What follows belongs to an exercise in optimizing a design on an open flow for small area and a short achievable clock period; a production flow would make more cautious choices. Function was not checked in any run shown here: the RTL went through the layout flow alone. No activity file was given, so power comes from the tool's default toggle rates.

===== flow/config.mk =====
export PLATFORM = sky130hd
export DESIGN_NAME = FPadd
export DESIGN_NICKNAME = FPadd
export VERILOG_FILES = /design/flow/design.v
export SDC_FILE = /design/flow/constraint.sdc
export NUM_CORES = 4
export LEC_CHECK = 0
export CAP_MARGIN = 20
export CORE_MARGIN = 2
export CORE_UTILIZATION = 40
export SETUP_SLACK_MARGIN = 4.0
export SLEW_MARGIN = 20

===== flow/constraint.sdc =====
create_clock -name core_clock -period 7.0 [get_ports {clk}]
set_input_delay 1.4000 -clock core_clock [delete_from_list [all_inputs] [get_ports {clk}]]
set_output_delay 1.4000 -clock core_clock [all_outputs]
set_load 0.01 [all_outputs]

===== flow/design.v =====
module FPadd (
    input         ADD_SUB,
    input  [31:0] FP_A,
    input  [31:0] FP_B,
    input         clk,
    output reg [31:0] FP_Z
);
    integer i, l;
    wire [7:0]  eA = FP_A[30:23], eB = FP_B[30:23];
    wire        zA = ~|eA, zB = ~|eB;
    wire        ffA = &eA, ffB = &eB;
    wire        lowA = ~|eA[7:1], lowB = ~|eB[7:1];
    wire        dneg = (eA < eB) & ~lowB;
    wire        deq  = (eA == eB) | (lowA & lowB);
    wire [23:0] mA = {~zA, FP_A[22:0]}, mB = {~zB, FP_B[22:0]};
    reg  [23:0] lt, eqv;
    always @* begin
        lt  = ~mA & mB;
        eqv = ~(mA ^ mB);
        for (l = 0; (1 << l) < 24; l = l + 1)
            for (i = 0; i < 24; i = i + 1)
                if (((i >> l) & 1) == 1) begin
                    lt[i]  = lt[i] | (eqv[i] & lt[((i >> l) << l) - 1]);
                    eqv[i] = eqv[i] & eqv[((i >> l) << l) - 1];
                end
    end
    wire        swp = dneg | (deq & lt[23]);
    wire        xB  = FP_B[31] ^ ~ADD_SUB;
    reg  [23:0] ma1, mb1;
    reg  [7:0]  ea1, eb1;
    reg         sa1, xb1, dneg1, deq1, swp1, nan1, inf1;
    always @(posedge clk) begin
        ma1   <= mA;
        mb1   <= mB;
        ea1   <= eA;
        eb1   <= eB;
        sa1   <= FP_A[31];
        xb1   <= xB;
        dneg1 <= dneg;
        deq1  <= deq;
        swp1  <= swp;
        nan1  <= (ffA & |FP_A[22:0]) | (ffB & |FP_B[22:0]) | (ffA & ffB & ~ADD_SUB);
        inf1  <= ffA | ffB;
    end
    wire [7:0]  fA  = {ea1[7:1], ea1[0] | ~ma1[23]};
    wire [7:0]  fB  = {eb1[7:1], eb1[0] | ~mb1[23]};
    wire [7:0]  dAB = fA - fB;
    wire [7:0]  dBA = fB - fA;
    wire [4:0]  sh  = dneg1 ? dBA[4:0] : dAB[4:0];
    wire        shz = dneg1 ? |dBA[7:5] : |dAB[7:5];
    wire [23:0] L0  = swp1 ? mb1 : ma1;
    wire [23:0] S0  = swp1 ? ma1 : mb1;
    wire [26:0] sal = shz ? 27'd0 : ({S0, 3'b000} >> sh);
    reg  [23:0] l2;
    reg  [26:0] s2al;
    reg  [7:0]  e2;
    reg         sl2, sub2, nan2, inf2;
    always @(posedge clk) begin
        l2    <= L0;
        s2al  <= sal;
        e2    <= dneg1 ? eb1 : (deq1 ? (ea1 | eb1) : ea1);
        sl2   <= swp1 ? xb1 : sa1;
        sub2  <= sa1 ^ xb1;
        nan2  <= nan1;
        inf2  <= inf1;
    end
    wire [27:0] xo = {1'b0, l2, 3'b000};
    wire [27:0] yo = {1'b0, s2al} ^ {28{sub2}};
    reg  [27:0] g, p;
    always @* begin
        g = xo & yo;
        p = xo ^ yo;
        g[0] = g[0] | (p[0] & sub2);
        for (l = 0; (1 << l) < 28; l = l + 1)
            for (i = 0; i < 28; i = i + 1)
                if (((i >> l) & 1) == 1) begin
                    g[i] = g[i] | (p[i] & g[((i >> l) << l) - 1]);
                    p[i] = p[i] & p[((i >> l) << l) - 1];
                end
    end
    wire [27:0] M = (xo ^ yo) ^ {g[26:0], sub2};
    reg  [27:0] m3;
    reg  [7:0]  e3;
    reg         sl3, sub3, nan3, inf3;
    always @(posedge clk) begin
        m3   <= M;
        e3   <= e2;
        sl3  <= sl2;
        sub3 <= sub2;
        nan3 <= nan2;
        inf3 <= inf2;
    end
    reg  [4:0]  cnt1;
    always @* begin
        cnt1 = 5'd28;
        for (i = 0; i <= 26; i = i + 1)
            if (m3[i]) cnt1 = 5'd27 - i[4:0];
    end
    reg  [26:0] msk;
    always @* begin
        for (i = 0; i <= 26; i = i + 1)
            msk[i] = ({1'b0, e3} >= 9'd26 - i);
    end
    wire        zero = ~|m3;
    wire        top  = m3[27] | m3[26];
    wire        isDN = ~top & (e3 == 8'd1);
    wire        keep = top | (e3 == 8'd0) | isDN;
    wire        dnrm = ~|(m3[26:0] & msk);
    reg  [27:0] m4;
    reg  [4:0]  k4;
    reg  [7:0]  e4;
    reg         keep4, ez4, s4, nan4, inf4, zero4;
    always @(posedge clk) begin
        m4    <= m3;
        k4    <= m3[27] ? 5'd0 : keep ? 5'd1 : dnrm ? e3[4:0] : cnt1;
        e4    <= e3;
        keep4 <= keep;
        ez4   <= isDN | (~keep & dnrm);
        s4    <= sl3 & ~(sub3 & zero);
        nan4  <= nan3;
        inf4  <= inf3;
        zero4 <= zero;
    end
    wire [28:0] ml = {m4, 1'b0} << k4;
    wire [7:0]  en = ez4 ? 8'd0 : (keep4 ? (e4 + {7'd0, m4[27]}) : (e4 + 8'd1 - {3'b000, k4}));
    reg  [24:0] sig5;
    reg  [7:0]  e5;
    reg         s5, nan5, inf5, zero5;
    always @(posedge clk) begin
        sig5  <= ml[28:4];
        e5    <= en;
        s5    <= s4;
        nan5  <= nan4;
        inf5  <= inf4;
        zero5 <= zero4;
    end
    reg  [24:0] a;
    always @* begin
        a = sig5;
        for (l = 0; (1 << l) < 25; l = l + 1)
            for (i = 0; i < 25; i = i + 1)
                if (((i >> l) & 1) == 1)
                    a[i] = a[i] & a[((i >> l) << l) - 1];
    end
    wire [22:0] frac = sig5[23:1] ^ a[22:0];
    wire        c    = a[24];
    wire [7:0]  ez   = c ? (e5 + 8'd1) : e5;
    wire        infz = inf5 | (ez == 8'hFF);
    always @(posedge clk) begin
        if (nan5)
            FP_Z <= {s5, 8'hFF, 23'h400000};
        else if (infz)
            FP_Z <= {s5, 8'hFF, 23'h000000};
        else if (zero5)
            FP_Z <= {s5, 8'h00, 23'h000000};
        else
            FP_Z <= {s5, ez, frac};
    end
endmodule

===== flow/run.sh =====
#!/bin/bash
# synth_recipe.tcl (not shown) runs the flow's synth.tcl, then flattens the netlist and writes it again
# the make line also repeats each setting of config.mk as NAME=value (left out here)
make -C /OpenROAD-flow-scripts/flow DESIGN_CONFIG=/design/flow/config.mk WORK_HOME=/design/flow/orfs CLKGATE_MAP_FILE= SYNTH_SCRIPT=/design/flow/synth_recipe.tcl finish

==> results.txt, run 1 <==
synth cell count leaders=dfxtp_1 (290), nand2_1 (125), nor2_1 (119), ha_1 (99), inv_1 (96); share of cells above drive strength 1=12.5%; Peak VDD IR=0.000283 V; die height=193 um; fin util=48.1%; final worst slack=4020 ps; setup TNS=0 ps; min Tclk post-route=2980 ps; internal power=4.33 mW; Post-Synth XOR/XNOR Area=5.45%; register share of total power=38.4%; crit start category=input port; largest net degree at the start of global routing=51; Avg WL per Cell=16.1 um; area share of the largest cell type after synthesis=40.6%; Hold WS=322 ps; switching pwr=2.36 mW; DR iter-0 viols=525; Antenna Nets Post-Route=0; synthesized area=14300 sq um; via total after detailed routing=10862; cell with the most instances after synthesis=dfxtp_1; GR Overflow Total=0; number of port buffers=97; Fin. Hold Viols=0; DRT Pass-1 Iters=5; worst path required time=7450 ps; Antenna Cells=0; FMAX=335 MHz; kind of critical path=input port to flip-flop; Synth Warn #=1; Die W=193 um; met3 wire len=1480 um; cell depth of the worst flop-to-flop path=11; Clock Sinks=290; area grow syn2layout=19.1%; Synthesized Nets=1665; number of flops mapped to enable cells by yosys=0; top cells by area, synth=dfxtp_1 (41%), ha_1 (8.7%), mux2i_1 (5.1%), mux4_2 (4.6%), mux2_2 (3.4%); Via-to-Cell Ratio=5.26; run status=complete, no violations; Final Cycle Share=42.6%; worst clock skew=11.3 ps; Synth Area in Simple Gates=14.3%; Critical Path AT=3430 ps; post-detail-place hpwl=25100 um; starting density of the core=40.4%; Max-slew headroom=30.0%; worst hold stages=0; Crit. End Element=flip-flop; CTS buffer count=31; DRC=0; Top Layer Used=met4; Setup Slack @ Placement=3380 ps; Die ar.=37300 sq um; part of the power in combinational logic=36.3%; Seq/Total Area, Yosys=40.6%; Final #Nets=1750; ys async rst share=0%; WL met2=15700 um; multiplexer share of the synthesized area=13.2%; Worst-path clk slew=60 ps; crit-path max FO=3; Tot GR Track Use=17.7%; register bit total from synthesis=290; first-pass GRT wire length=53000 um; # setup viols final=0; buffers from clock root to sink, at most=3; Sw Ratio=35.2%; Worst Hold Class=flip-flop to flip-flop; synthesized area per cell=9.57 sq um; wire length on met1=14900 um; final RePlAce weighted congestion=0.899; Fill cells=3357; Synth Instances=1494; post-synthesis compound-gate area fraction=12.2%; cell accounting for the most synthesized area=dfxtp_1; Root Driver=clkbuf_16; Worst-Skew Late Latency=560 ps; Routed WL=33200 um; worst slew pin tran=1050 ps; top_reg_cell synth=dfxtp_1; # rows=69; antenna violations before repair=1; largest family of logic cells by synthesized area=simple AND/OR/NAND/NOR gates; fraction of the mapped netlist area in adder cells=9.57%; CTS tree=done; number of library cell types mapped by synthesis=77; Cell Pwr Density=393 nW/um^2; Core ar.=35400 sq um; clock share of power=25.3%; RSZ-0062 raised after global routing=true; vias in the first global route=10462; # IOs=98; # H-tree levels=1; Hold Buf Count CTS=0; final number of max-transition violations=0; leakage=7.21 nW; Max Cap Viol=0
==> timing repair <==
action                                  CTS  global route
pin swaps                                 3            11
endpoints found under the hold margin     0             0
setup buffers                             5             6
cloned                                    2             1
endpoints found under the setup margin   37            51
gates resized for setup                  14            32
==> per-layer routing <==
metal | global-route usage [%] | up-vias
met5 | 0 | -
met4 | 7.11 | 0
met3 | 2.48 | 75
met2 | 30.3 | 266
met1 | 22.4 | 5062
li1 | - | 5459
==> cell usage in the layout (no fill, tap or decap), types with 10 or more instances in the layout <==
master / count
xor2_1: 47
nor2_1: 118
buf_4: 13
mux2i_1: 71
dfxtp_1: 283
o21ai_0: 59
mux4_2: 29
o211ai_1: 10
inv_1: 95
mux2_2: 43
ha_1: 98
or2_2: 10
xnor2_1: 37
nor2b_1: 13
a211oi_1: 16
nand4_1: 19
nor4_1: 24
nor3_1: 52
clkbuf_16: 31
nand3_1: 17
a21oi_1: 74
nand2_1: 125
a21o_1: 21
clkdlybuf4s50_1: 93
o21bai_1: 12
==> layout make-up <==
cell class | count | area [sq um] | share of cell area (%)
clock buffers | 41 | 883 | 5.19
clock inverters | 16 | 201 | 1.18
inverters | 98 | 374 | 2.20
multi-input cells | 1041 | 7980 | 46.9
flip-flops and latches | 290 | 5820 | 34.2
well taps | 461 | 577 | 3.39
repair buffers | 116 | 1180 | 6.96
repair inverters | 1 | 5.00 | 0.0294
==> path summary, 6_finish.rpt <==
check	from	slack [ps]	end
worst max-delay path	FP_A[4]	4020	swp1$_DFF_P_
worst min register to register	e2[6]$_DFF_P_	320	e3[6]$_DFF_P_
worst min-delay path	e2[6]$_DFF_P_	320	e3[6]$_DFF_P_
worst max register to register	sub2$_DFF_P_	4140	m3[20]$_DFF_P_
==> stage by stage <==
stage	power, mW	std cells	area, sq um
floorplan	4.14	1494	14300
global placement	4.91	1993	15600
detailed placement	4.94	1993	15600
CTS	6.69	2057	16900
global route	7.13	2064	17000
finish	6.69	2064	17000
==> registers in the layout, summed over array words and instances, names as in the netlist, 5 cells and up <==
name,count
m3,28
sig5,25
eb1,8
ea1,8
ma1,24
l2,24
FP_Z,32
e2,8
e4,8
k4,5
mb1,24
e3,8
s2al,27
e5,8
m4,28
==> worst max-delay path: stages <==
cell             delay [ps]
clkdlybuf4s50_1         490
inv_1                    50
ha_1                    290
a21o_1                  200
a2111oi_2               370
o21a_1                  200
o21ai_0                  80
a31oi_1                 270
o21ai_1                  80
==> cell families after synthesis <==
group,after synthesis
XOR/XNOR,89
buffers and inverters,164
flip-flops,290
adder cells (fa/ha/maj),106
AO/OA/AOI/OAI,271
multiplexers,146
AND/OR/NAND/NOR,428
==> power by group through the flow <==
stage          clock [mW]  combinational (mW)  sequential (mW)
5_1_grt              1.80                2.70             2.64
3_3_place_gp            0                2.32             2.59
4_1_cts              1.74                2.39             2.57
3_5_place_dp            0                2.34             2.60
2_1_floorplan           0                1.69             2.45
6_report             1.69                2.43             2.57
==> run 2: changes to the inputs <==
--- a/flow/config.mk
+++ b/flow/config.mk
@@ -9,4 +9,4 @@
 export CORE_MARGIN = 2
 export CORE_UTILIZATION = 40
-export SETUP_SLACK_MARGIN = 4.0
+export SETUP_SLACK_MARGIN = 4.3
 export SLEW_MARGIN = 20
==> results.txt, run 2 <==
starting density of the core=40.4% (unchanged); Final #Nets=1800 (was 1750); crit-path max FO=2 (was 3); largest net degree at the start of global routing=51 (unchanged); Seq/Total Area, Yosys=40.6% (unchanged); Die W=193 um (unchanged); CTS buffer count=31 (unchanged); Placed Area=15700 sq um (was 15600 sq um); synthesized area=14300 sq um (unchanged); Tot Pwr=6.81 mW (was 6.69 mW); final RePlAce weighted congestion=0.904 (was 0.899); Final Non-Filler Cells=2113 (was 2064); Worst-path clk slew=60 ps (about the same); Core ar.=35400 sq um (unchanged); Via-to-Cell Ratio=5.28 (was 5.26); antenna violations before repair=0 (was 1); final number of max-transition violations=0 (unchanged); final cell area excluding filler cells=18000 sq um (was 17000 sq um); Routed WL=35700 um (was 33200 um); # IOs=98 (unchanged); Hold Buf Count CTS=0 (unchanged); RSZ-0062 raised after global routing=true (unchanged); number of port buffers=97 (unchanged); Synth Warn #=1 (unchanged); first-pass GRT wire length=55500 um (was 53000 um); DRT Pass-1 Iters=5 (unchanged); max FFs per register=32 (unchanged); Worst-Skew Late Latency=560 ps (about the same); # H-tree levels=1 (unchanged); Fill cells=3246 (was 3357); DR iter-0 viols=616 (was 525); worst path required time=7440 ps (was 7450 ps); area grow syn2layout=26.2% (was 19.1%); leakage=7.66 nW (was 7.21 nW); Root Driver=clkbuf_16 (unchanged); Worst Hold Class=flip-flop to flip-flop (unchanged); buffers from clock root to sink, at most=3 (unchanged); Max-slew headroom=53.7% (was 30.0%); ys async rst share=0% (unchanged); Synthesized Nets=1665 (unchanged); vias in the first global route=10808 (was 10462); Sequential Area=5840 sq um (was 5820 sq um); most common cell after layout, fill and taps aside=dfxtp_1 (unchanged); CTS tree=done (unchanged); number of flops mapped to enable cells by yosys=0 (unchanged); number of library cell types mapped by synthesis=77 (unchanged); via total after detailed routing=11148 (was 10862); worst clock skew=21.2 ps (was 11.3 ps); Fin. Hold Viols=0 (unchanged); Cell Pwr Density=377 nW/um^2 (was 393 nW/um^2); run status=complete, no violations (unchanged); cell with the most instances after synthesis=dfxtp_1 (unchanged); most frequent cells in the layout=dfxtp_1 (275), nand2_1 (124), nor2_1 (110), inv_1 (88), ha_1 (86) (was dfxtp_1 (283), nand2_1 (125), nor2_1 (118), ha_1 (98), inv_1 (95)); synth cell count leaders=dfxtp_1 (290), nand2_1 (125), nor2_1 (119), ha_1 (99), inv_1 (96) (unchanged); Antenna Nets Post-Route=0 (unchanged); # rows=69 (unchanged); worst slew pin tran=695 ps (was 1050 ps); kind of critical path=flip-flop to flip-flop (was input port to flip-flop); die height=193 um (unchanged); R2R Setup Slk=4290 ps (was 4140 ps); DRC=0 (unchanged); Critical Path AT=3160 ps (was 3430 ps); Crit. End Element=flip-flop (unchanged); Clock Sinks=290 (unchanged); Top reg by flops=FP_Z (unchanged); Avg WL per Cell=16.9 um (was 16.1 um); Placed Cells=1994 (was 1993); # setup viols final=0 (unchanged); synthesized area per cell=9.57 sq um (unchanged); top cells by area, synth=dfxtp_1 (41%), ha_1 (8.7%), mux2i_1 (5.1%), mux4_2 (4.6%), mux2_2 (3.4%) (unchanged); Multi-input gate area=8610 sq um (was 7980 sq um); final worst slack=4290 ps (was 4020 ps); Synth Instances=1494 (unchanged); top flop regs=FP_Z: 32 flops, m3: 28 flops, m4: 28 flops (unchanged); Peak VDD IR=0.000199 V (was 0.000283 V); crit start category=flip-flop (was input port); top_reg_cell synth=dfxtp_1 (unchanged); fin util=51.0% (was 48.1%); cell accounting for the most synthesized area=dfxtp_1 (unchanged); Max Cap Viol=0 (unchanged); Die ar.=37300 sq um (unchanged); FMAX=369 MHz (was 335 MHz); register bit total from synthesis=290 (unchanged); Tot GR Track Use=18.6% (was 17.7%); Hold WS=315 ps (was 322 ps); post-detail-place hpwl=25300 um (was 25100 um); min Tclk post-route=2710 ps (was 2980 ps); setup TNS=0 ps (unchanged); Antenna Cells=0 (unchanged); share of cells above drive strength 1=20.8% (was 12.5%); GR Overflow Total=0 (unchanged); Setup Slack @ Placement=3440 ps (was 3380 ps); Final Cycle Share=38.8% (was 42.6%); area share of the largest cell type after synthesis=40.6% (unchanged)
## run 2: worst paths after layout
path | start | end | cells after the start
max | ea1[0]$_DFF_P_ | s2al[8]$_SDFF_PP0_ | 15
min reg2reg | e2[0]$_DFF_P_ | e3[0]$_DFF_P_ | 0
max reg2reg | ea1[0]$_DFF_P_ | s2al[8]$_SDFF_PP0_ | 15
min | e2[0]$_DFF_P_ | e3[0]$_DFF_P_ | 0
## run 2: where the power goes
group	total [mW]	switching [mW]	leakage [nW]	internal [mW]
combinational	2.67	1.38	4.74	1.28
clock	1.58	0.658	0.486	0.921
sequential	2.56	0.440	2.43	2.12
## run 2: cells by family (layout without fill, tap and decap cells)
group	Yosys count	after routing	synth area share [%]
flops	290	290	40.6
compound gates	271	274	12.2
buf+inv	164	317	4.70
xor+xnor	89	89	5.45
fa+ha+maj	106	106	9.57
simple gates	428	428	14.3
mux	146	148	13.2
## run 2: layer usage
metal | global-route usage (%) | vias up | wire length (um)
li1 | - | 5570 | -
met1 | 23.1 | 5245 | 15600
met2 | 33.1 | 256 | 17400
met3 | 2.43 | 77 | 1410
met4 | 6.09 | 0 | 1320
met5 | 0 | - | 0
## run 2: cell type report
type / count / area share, %
clock inverter: 17 / 0.916
tap: 461 / 3.20
timing repair buffer: 162 / 8.99
multi-input combinational: 1045 / 47.7
inverter: 98 / 2.12
timing repair inverter: 1 / 0.0277
clock buffer: 39 / 4.63
sequential: 290 / 32.4
## run 2: worst max-delay path, cell delays in order (launching register included)
cell and delay, ps:
dfxtp_2 320, inv_2 50, nand2_2 50, inv_2 60
ha_4 120, inv_2 40, fa_2 410, nor2b_4 150
o21a_1 220, nor3_2 210, a21oi_2 80, xnor2_1 160
buf_4 160, mux2_4 300, a22oi_2 190, nor2_1 80
## run 2: timing repair
action,4_1_cts,5_1_grt
setup buffers,24,29
pin swaps,28,68
gates cloned,7,3
gates resized for setup,139,112
endpoints found under the setup margin,112,75

afterwards: timing with drivers on the ports:
The flow's constraints put no driver on any port. The routed layouts listed below were extracted and timed again, unchanged, in two steps. Step 1 assumes that a clkbuf_16 drives the clock port and a buf_2 every other input. Step 2, shift: input delay + t, output delay - t, t = (earliest + latest rising clock arrival at the registers) / 2. This alone moves slack from input paths to output paths. Three values: no drivers, after step 1, after step 2; two values: the first two.
run | shift t [ns] | setup slack, ns | hold slack, ns | worst setup path at the end | worst data-port slew with drivers (ns)
run 1 | 0.611 | 4.017 / 4.046 / 3.434 | 0.322 / 0.322 / 0.322 | input to register | 0.03
run 2 | 0.609 | 4.287 / 4.287 / 3.821 | 0.315 / 0.315 / 0.315 | input to register | 0.03
After both steps every run listed still meets setup and hold. The setup slack of run 1, which loses most, moves by +0.029 ns with the drivers and by -0.583 ns with both steps.
